From an optimization exercise on the open Yosys and OpenROAD flow, aimed at small area, a short achievable clock period and few clock cycles per item; shortcuts taken in it are not production practice.
At most, simulation tests tie the RTL to the original design; equivalence was not proved.

## logarithm
module logarithm #(
	parameter n = 16,
	parameter m = 24,
	parameter k = 5 ,
	parameter p = 24
) (
	input        clk  ,  
	input        reset,  
	input        start,
	input  [0:n] x    ,
	output [1:p] y    ,
	output       done
);
For scale: about 1,100 cells after synthesis, roughly 49 flip-flops, about 45 I/O pins.
Settings: LEC_CHECK=0, CAP_MARGIN=20, CORE_MARGIN=2, CORE_UTILIZATION=40, SETUP_SLACK_MARGIN=0, SLEW_MARGIN=20, SYNTH_HIERARCHICAL=1, SYNTH_MINIMUM_KEEP_SIZE=0; clock period 9.0 ns.
run.sh (not shown) runs the stock make flow with config.mk's settings and CLKGATE_MAP_FILE= SYNTH_SCRIPT=/design/flow/synth_recipe.tcl, a recipe that flattens the netlist after the stock synthesis.
Next try:
- SETUP_SLACK_MARGIN: 0 -> 3
- SLEW_MARGIN: 20 -> 60
Sequential share of layout area hardly moves.
Worst setup slack improves by 0.46 ns.
Worst hold slack improves by 0.014 ns.
Cell count goes up by 0.42%.
Via count goes up by 0.33%.
Critical path depth stays the same.
Final area goes up by 1.5%.
Next try:
- SETUP_SLACK_MARGIN: 3 -> default
Design area shrinks slightly; sequential share of layout area is about the same; worst setup slack degrades by 0.32 ns; area after synthesis stays the same; via count rises slightly; core utilization shrinks by 0.58 points; non-clock buffer count goes down by 4; clock skew is lower by 0.0037 ns; final cell count stays flat.
Next try:
- SETUP_SLACK_MARGIN: default -> 4.5
- SLEW_MARGIN: 60 -> 20
After rerunning: Sequential cell count stays the same; routed wire length is higher by 26%; register-to-register slack improved by 0.67 ns; worst setup slack improved by 0.67 ns; via count is higher by 12%; final area is higher by 17%.
Function was not checked in any run of this note: the RTL went through the layout flow alone.


lane 1:
Another version of the RTL of logarithm (not shown whole).
Size in the first run: about 1300 cells after synthesis, roughly 46 flip-flops, roughly 45 I/O pins, roughly 11000 sq um of cells after synthesis.
export LEC_CHECK = 0
export CAP_MARGIN = 20
export CORE_MARGIN = 2
export CORE_UTILIZATION = 40
export SETUP_SLACK_MARGIN = 4.1
export SLEW_MARGIN = 60
export SYNTH_HIERARCHICAL = 1
export SYNTH_MINIMUM_KEEP_SIZE = 0
create_clock -name core_clock -period 9.0 [get_ports {clk}]
standard.sh (not shown) runs the stock make flow with config.mk's settings and CLKGATE_MAP_FILE= SYNTH_SCRIPT=/design/flow/synth_recipe.tcl, a recipe that flattens the netlist after the stock synthesis.
==> flow/flow/run.sh <==
#!/bin/bash
# Standard layout, with the smallest buffer on the ports instead of the
# delay buffer that buffer_ports picks by default.
set -e
export BUFFER_PORTS_ARGS="-buffer_cell sky130_fd_sc_hd__buf_1"
bash standard.sh finish > standard_flow.log 2>&1
Testbench counts of lane 1, summed over its fixed seeds: cycles 36,800, items 1,600.
Input-level comparison between lane 2 and lane 1:
# lane 1
export LEC_CHECK = 0
export CAP_MARGIN = 20
export CORE_MARGIN = 2
export CORE_UTILIZATION = 40
export SETUP_SLACK_MARGIN = 4.1
export SLEW_MARGIN = 60
export SYNTH_HIERARCHICAL = 1
export SYNTH_MINIMUM_KEEP_SIZE = 0
create_clock -name core_clock -period 9.0 [get_ports {clk}]
# lane 2
export LEC_CHECK = 0
export CAP_MARGIN = 20
export CORE_MARGIN = 2
export CORE_UTILIZATION = 40
export SETUP_SLACK_MARGIN = 4.0
export SLEW_MARGIN = 60
export SYNTH_HIERARCHICAL = 1
export SYNTH_MINIMUM_KEEP_SIZE = 0
create_clock -name core_clock -period 9.0 [get_ports {clk}]
Results
- On number of non-filler instances in the completed layout, lane 2 and lane 1 are neck and neck.
- Re instance count on the critical path: lane 2 and lane 1 aren't equal, and the higher value belongs to lane 1.
- Lane 2: done, clean on timing, DRC and antenna
- | first-pass GRT wire length | lane 2 vs lane 1 | worse |
- Number of signal-net inverters in the final layout: lane 1 vs lane 2 identical
- Against lane 1, lane 2 reports a total wirelength of the detailed-routed design that is lower.
- Going from lane 1 to lane 2, design area fell 220 sq um; worst hold margin fell 0.018 ns.


Another version of the RTL of logarithm (not shown whole).
For scale: roughly 45 I/O pins, about 11000 µm² of cells after synthesis.
clock: 9.0 ns
lec_check: 0
cap_margin: 50
core_margin: 2
core_utilization: 40
cts_buf_list: sky130_fd_sc_hd__clkbuf_4 sky130_fd_sc_hd__clkbuf_8
setup_slack_margin: 4.0
slew_margin: 60
synth_hierarchical: 1
synth_minimum_keep_size: 0
Scripts as last shown in full above: flow/flow/run.sh
The first run completed without violations.
Testbench counts at the start, summed over its fixed seeds: cycles 36,800, items 1,600.
Edit:
- CAP_MARGIN: 50 -> 20
- CTS_BUF_LIST: sky130_fd_sc_hd__clkbuf_4 sky130_fd_sc_hd__clkbuf_8 -> sky130_fd_sc_hd__clkbuf_8 sky130_fd_sc_hd__clkbuf_16
The new run completed without violations.
Flip-flop and latch count stays the same.
Non-clock buffer count grows by 2.
Clock skew shrinks by 8.7 ps.
Utilization grows by 0.40 points.
Critical path depth does not change.
Synthesized cell count does not change.
First-iteration DRC count grows by a little under a tenth.
Design area grows slightly.
Die area is unchanged.
Global-route usage grows by 0.16 points.
Edit:
- CTS_BUF_LIST: sky130_fd_sc_hd__clkbuf_8 sky130_fd_sc_hd__clkbuf_16 -> sky130_fd_sc_hd__clkbuf_4 sky130_fd_sc_hd__clkbuf_8
- SETUP_SLACK_MARGIN: 4.0 -> 3.6
Result: The new run went through all stages and came out clean. Via count fell by 1.4%. Die area does not change.
Edit:
- CTS_BUF_LIST: sky130_fd_sc_hd__clkbuf_4 sky130_fd_sc_hd__clkbuf_8 -> unset
- SETUP_SLACK_MARGIN: 3.6 -> 4.0
Global-route usage goes up by 0.25 points.
Design area goes up by about 3%.
Worst setup slack improved by 270 ps.
First-iteration DRC count goes down by about 0.44%.
Synthesized area stays the same.
Via count goes up by about 1.4%.
Routed wire length goes up by about 2%.
Synthesized cell count does not change.
Edit:
- CTS_BUF_LIST: unset -> sky130_fd_sc_hd__clkbuf_4 sky130_fd_sc_hd__clkbuf_8
The new run produced a clean layout; worst hold slack gets better by 18 ps; utilization goes down by 0.40 points; wire length goes down slightly; cell count hardly moves; synthesized cell count is unchanged; synthesized area is unchanged; sequential share of layout area stays flat; worst setup slack gets better by 5.9 ps; final area goes down slightly; global-route usage goes down by 0.16 points; die area does not change.
Edit:
- CTS_BUF_LIST: sky130_fd_sc_hd__clkbuf_4 sky130_fd_sc_hd__clkbuf_8 -> unset
- SETUP_SLACK_MARGIN: 4.0 -> 4.2
Via count increases by about 6%.
Routed wire length increases by 15%.
Setup slack gets better by 13 ps.
Clock skew decreases by 11 ps.
First-iteration DRC count increases by 41%.
Worst hold slack gets worse by 35 ps.
Final area increases by about 11%.
Utilization increases by 4.9 points.


## run 3
logarithm, a different RTL version from the one above (not shown whole).
For scale: about 1200 cells after synthesis, ~49 flip-flops, ~10000 µm² of cells after synthesis.
clock: 9.0 ns
lec_check: 0
cap_margin: 20
core_margin: 2
core_utilization: 40
setup_slack_margin: 4
slew_margin: 60
synth_hierarchical: 1
synth_minimum_keep_size: 0
run.sh (not shown) runs the stock make flow with config.mk's settings and CLKGATE_MAP_FILE= SYNTH_SCRIPT=/design/flow/synth_recipe.tcl, a recipe that flattens the netlist after the stock synthesis.
Stock flow here: none of the scripts above is used.
Testbench counts of run 3, summed over its fixed seeds: cycles 41,600, items 1,600.
For run 5, these inputs were changed with respect to run 3:
--- a/flow/config.mk
+++ b/flow/config.mk
@@ -10,3 +10,3 @@
 export CORE_UTILIZATION = 40
-export SETUP_SLACK_MARGIN = 4
+export SETUP_SLACK_MARGIN = 3
 export SLEW_MARGIN = 60
Notes after the runs:
Measured against run 3, the cell area of run 5 comes out at 0.855 times the reference value.
f[12]$_DFF_P_ as the critical path endpoint was reported by run 3, and f[19]$_DFF_P_ by run 5.
Measured against each other, run 5 and run 3 differ in setup slack, the lower figure coming from run 5.
Re via count of the first global-routing pass: run 5 is 208 down on run 3.
In the flow results for run 5 and run 3, the post-placement worst setup slack is larger on run 3.
Reported for run 5 and run 3, number of flip-flops and latches in the synthesized netlist turned out identical to the last digit.
Comparing run 5 and run 3, sequential cell area is higher on run 3.
Diff run 5 and run 3: core utilization lower in run 5
Run 5 vs run 3 on worst hold slack across all endpoints: run 5 is the higher one.
Looking at total area of multi-input combinational cells, run 5 sits about 2% below run 3.


logarithm with an RTL version that a note above also has.
Size in the first run: ~1300 cells after synthesis, about 11000 µm² of cells after synthesis.
export LEC_CHECK = 0
export CAP_MARGIN = 20
export CORE_MARGIN = 2
export CORE_UTILIZATION = 40
export SETUP_SLACK_MARGIN = 3.9
export SLEW_MARGIN = 60
export SYNTH_HIERARCHICAL = 1
export SYNTH_MINIMUM_KEEP_SIZE = 0
create_clock -name core_clock -period 9.0 [get_ports {clk}]
standard.sh (not shown) runs the stock make flow with config.mk's settings and CLKGATE_MAP_FILE= SYNTH_SCRIPT=/design/flow/synth_recipe.tcl, a recipe that flattens the netlist after the stock synthesis.
Scripts as last shown in full above: flow/flow/run.sh
Testbench counts at the start, summed over its fixed seeds: cycles 36,800, items 1,600.
Rerun with:
Settings changed: CTS_BUF_LIST set to sky130_fd_sc_hd__clkbuf_4 sky130_fd_sc_hd__clkbuf_8, SETUP_SLACK_MARGIN 3.9 to 4.0.
Global-route usage hardly moves.
Maximum frequency goes up by 1.5%.
Via count rose by 0.35%.
Synthesized cell count stays the same.

## re-timing with driven ports
In the flow no input, the clock included, has a driving cell. The finished layouts below were timed again as built, in two steps.
Step 1, drivers: a clkbuf_16 drives clk and a buf_2 each remaining input, both assumed.
Step 2 moves the port delays by t, midway between the first and last clock arrival at a register: inputs arrive t later, outputs are due t later. That takes back most of the time a late clock gives input paths.
a / b / c = no drivers / after step 1 / after step 2; a / b = the first two.
run	shift t [ns]	slack for setup (ns)	hold WS [ns]	worst data-port slew with drivers (ns)
the first run of note 1	0.329	2.696 / 2.696 / 2.696	0.522 / 0.522 / 0.522	0.04
the second run of note 1	0.329	3.159 / 3.159 / 3.159	0.537 / 0.537 / 0.537	0.05
the third run of note 1	0.328	2.840 / 2.840 / 2.840	0.531 / 0.531 / 0.531	0.04
the fourth run of note 1	0.322	3.510 / 3.510 / 3.510	0.530 / 0.530 / 0.530	0.05
lane 1	0.334	4.297 / 4.297 / 4.297	0.503 / 0.503 / 0.503	0.04
lane 2	0.327	4.201 / 4.201 / 4.201	0.485 / 0.485 / 0.485	0.04
the first run of note 3	0.345	4.242 / 4.242 / 4.242	0.546 / 0.546 / 0.546	0.05
the second run of note 3	0.343	4.236 / 4.236 / 4.236	0.528 / 0.528 / 0.528	0.05
the third run of note 3	0.344	3.966 / 3.966 / 3.966	0.534 / 0.534 / 0.534	0.05
the fourth run of note 3	0.343	4.236 / 4.236 / 4.236	0.528 / 0.528 / 0.528	0.05
the fifth run of note 3	0.345	4.242 / 4.242 / 4.242	0.546 / 0.546 / 0.546	0.05
the sixth run of note 3	0.339	4.255 / 4.255 / 4.255	0.511 / 0.511 / 0.511	0.04
run 3	0.318	4.009 / 4.009 / 4.009	0.514 / 0.514 / 0.514	0.05
run 5	0.317	3.340 / 3.340 / 3.340	0.542 / 0.542 / 0.542	0.05
the first run of note 5	0.326	4.139 / 4.139 / 4.139	0.472 / 0.472 / 0.472	0.04
the second run of note 5	0.346	4.208 / 4.208 / 4.208	0.491 / 0.491 / 0.491	0.04
After both steps every run listed still meets setup and hold.
